From an optimization exercise on the open Yosys and OpenROAD flow, aimed at small area, a short achievable clock period and few clock cycles per item; shortcuts taken in it are not production practice. Only simulation tests tie the RTL to the original design; equivalence was not proved.

## WD
module WD(
    clk,
    rst_n,
    in_valid,
    keyboard,
    answer,
    weight,
    match_target,
    out_valid,
    result,
    out_value
);
input clk, rst_n, in_valid;
input [4:0] keyboard, answer;
input [3:0] weight;
input [2:0] match_target;
output out_valid;
output [4:0]  result;
output [10:0] out_value;
localparam LOAD = 2'd0;
localparam SEL  = 2'd1;
localparam EVAL = 2'd2;
localparam OUTP = 2'd3;
localparam PNONE = 3'd0;
localparam PDESC = 3'd1;
localparam PBACK = 3'd2;
localparam PNEXT = 3'd4;
integer i, j, s;
reg [1:0] st;
reg [2:0] cnt;
reg [4:0] kv [0:7];
reg [2:0] kt [0:7];
reg [4:0] bc [0:4];
reg [3:0] w [0:4];
reg [2:0] ta, nt;
reg ok2;
reg [10:0] bv;
reg [9:0] bcode;
reg found;
reg [4:0] lvh;               
reg [2:0] cs [0:3];          
reg [7:0] used;
reg [7:0] pm;                
reg [4:0] da, dn, dx;        
reg [4:0] pa, px;            
reg [7:0] abover;
reg [2:0] trr;
reg [2:0] pend;                
reg pbetter;
reg [7:0] tselr;
reg tans, tfix, trest;
reg [4:0] cpr [0:4];
assign out_valid = (st == OUTP);
assign result    = (cnt == 3'd0) ? bc[0] : (cnt == 3'd1) ? bc[1] :
                   (cnt == 3'd2) ? bc[2] : (cnt == 3'd3) ? bc[3] : bc[4];
assign out_value = bv;
function [4:0] therm;
    input [2:0] v;
    begin
        therm[0] = (v > 3'd0);
        therm[1] = (v > 3'd1);
        therm[2] = (v > 3'd2);
        therm[3] = (v > 3'd3);
        therm[4] = (v > 3'd4);
    end
endfunction
function tle;
    input [4:0] x, y;
    begin
        tle = ~|(x & ~y);
    end
endfunction
function lt21;
    input [20:0] a, b;
    reg l, e;
    integer k;
    begin
        l = 1'b0;
        e = 1'b1;
        for (k = 20; k >= 0; k = k - 1) begin
            l = l | (e & ~a[k] & b[k]);
            e = e & ~(a[k] ^ b[k]);
        end
        lt21 = l;
    end
endfunction
function eq21;
    input [20:0] a, b;
    begin
        eq21 = ~|(a ^ b);
    end
endfunction
function lt20;
    input [19:0] a, b;
    reg l, e;
    integer k;
    begin
        l = 1'b0;
        e = 1'b1;
        for (k = 19; k >= 0; k = k - 1) begin
            l = l | (e & ~a[k] & b[k]);
            e = e & ~(a[k] ^ b[k]);
        end
        lt20 = l;
    end
endfunction
function lt5;
    input [4:0] a, b;
    reg l, e;
    integer k;
    begin
        l = 1'b0;
        e = 1'b1;
        for (k = 4; k >= 0; k = k - 1) begin
            l = l | (e & ~a[k] & b[k]);
  ...
Size in the first run: about 4800 cells after synthesis, about 37 I/O pins, roughly 31000 sq um of cells after synthesis.
Settings: LEC_CHECK=0, ABC_AREA=1, CAP_MARGIN=20, CORE_MARGIN=2, CORE_UTILIZATION=40, PLACE_DENSITY=0.6, SETUP_SLACK_MARGIN=4, SLEW_MARGIN=20; clock period 12.0 ns.
run.sh (not shown) runs the stock make flow with config.mk's settings and CLKGATE_MAP_FILE= SYNTH_SCRIPT=/design/flow/synth_recipe.tcl, a recipe that flattens the netlist after the stock synthesis.
Testbench counts at the start, summed over its fixed seeds: cycles 2,236, items 48.
Change:
--- a/flow/design.v
+++ b/flow/design.v
@@ -16,20 +16,20 @@
 input [2:0] match_target;
 output out_valid;
 output [4:0]  result;
 output [10:0] out_value;
 localparam LOAD = 2'd0;
 localparam SEL  = 2'd1;
 localparam EVAL = 2'd2;
 localparam OUTP = 2'd3;
-localparam PNONE = 3'd0;
-localparam PDESC = 3'd1;
-localparam PBACK = 3'd2;
-localparam PNEXT = 3'd4;
+localparam PNONE = 2'd0;
+localparam PDESC = 2'd1;
+localparam PBACK = 2'd2;
+localparam PNEXT = 2'd3;
 integer i, j, s;
 reg [1:0] st;
 reg [2:0] cnt;
 reg [4:0] kv [0:7];
 reg [2:0] kt [0:7];
 reg [4:0] bc [0:4];
 reg [3:0] w [0:4];
 reg [2:0] ta, nt;
@@ -40,17 +40,17 @@
 reg [4:0] lvh;               
 reg [2:0] cs [0:3];          
 reg [7:0] used;
 reg [7:0] pm;                
 reg [4:0] da, dn, dx;        
 reg [4:0] pa, px;            
 reg [7:0] abover;
 reg [2:0] trr;
-reg [2:0] pend;                
+reg [1:0] pend;
 reg pbetter;
 reg [7:0] tselr;
 reg tans, tfix, trest;
 reg [4:0] cpr [0:4];
 assign out_valid = (st == OUTP);
 assign result    = (cnt == 3'd0) ? bc[0] : (cnt == 3'd1) ? bc[1] :
                    (cnt == 3'd2) ? bc[2] : (cnt == 3'd3) ? bc[3] : bc[4];
 assign out_value = bv;
@@ -215,38 +215,38 @@
     dae = da;
     dne = dn;
     dxe = dx;
     pae = pa;
     pxe = px;
     for (s = 0; s < 4; s = s + 1)
         cse[s] = cs[s];
     founde = found | pbetter;
-    case (1'b1)
-        pend[0]: begin
+    case (pend)
+        PDESC: begin
             for (s = 0; s < 4; s = s + 1)
                 if (lvh[s]) cse[s] = trr;
             usede = used | tselr;
             lvhe = lvh << 1;
             pme = 8'hff;
             if (tfix) dae = da >> 1;
             if (tans) dne = dn >> 1;
             else dxe = dx >> 1;
             pae = pa & ~{lvh[3:0], 1'b0};
             pxe = px & ~{lvh[3:0], 1'b0};
         end
-        pend[1]: begin
+        PBACK: begin
             lvhe = lvh >> 1;
             usede = used & ~prevsel;
             pme = prevabove;
             if (prevfix) dae = {da[3:0], 1'b1};
             if (prevans) dne = {dn[3:0], 1'b1};
             else dxe = {dx[3:0], 1'b1};
         end
-        pend[2]: begin
+        PNEXT: begin
             pme = abover;
             if (!lvh[4]) begin
                 if (tans) pae = pa | lvh;
                 else pxe = px | lvh;
             end
         end
         default: ;
     endcase
@@ -372,17 +372,17 @@
 end
 reg sbt, sdesc, done;
 reg [2:0] eprevc;
 reg [7:0] eprevsel, eprevabove;
 reg eprevfix, eprevans;
 always @(*) begin
     sbt = !anyf;
     sdesc = anyf && !lvhe[4] && !founde;
-    done = (pend[1] && lvh[0]) || (sbt && lvhe[0]);
+    done = ((pend == PBACK) && lvh[0]) || (sbt && lvhe[0]);
     eprevc = lvhe[1] ? cse[0] : lvhe[2] ? cse[1] : lvhe[3] ? cse[2] : cse[3];
     for (i = 0; i < 8; i = i + 1)
         eprevsel[i] = (eprevc == i);
     eprevabove[0] = 1'b0;
     for (i = 1; i < 8; i = i + 1)
         eprevabove[i] = eprevabove[i - 1] | eprevsel[i - 1];
     eprevans = |(eprevsel & isans);
     eprevfix = |(ko[eprevc] & {1'b0, lvhe[4:1]});
Outcome: Area after synthesis climbs by 0.60%; via count rises by 0.49%; fmax is lower by 1.5%; utilization increases by 0.35 points; design area came out higher by about 1.1%; worst setup slack loses 0.12 ns; wire length came out lower by about 3%.
Testbench counts after the change, summed over its fixed seeds: cycles 2,236, items 48.

what the ideal ports hide:
The flow's constraints put no driver on any port. The routed layouts listed below were extracted and timed again, unchanged, in two steps.
Step 1: set_driving_cell puts a clkbuf_16 on clk and a buf_2 on each other input, an assumption about the parent block.
Step 2 times the ports against the registers' clock, not the clock port: input delays grow and output delays shrink by t, the midpoint of the rising clock arrivals with the driver on.
Slacks: ideal / step 1 / step 2; pairs: ideal / step 1.
run	shift t [ns]	slack for setup (ns)	hold slack, ns	clock arrival spread, ns
the first run	0.668	4.230 / 4.230 / 4.230	0.579 / 0.579 / 0.579	0.024 / 0.024
the second run	0.624	4.115 / 4.115 / 4.115	0.565 / 0.565 / 0.565	0.042 / 0.042
After both steps setup and hold are still met in every run listed.
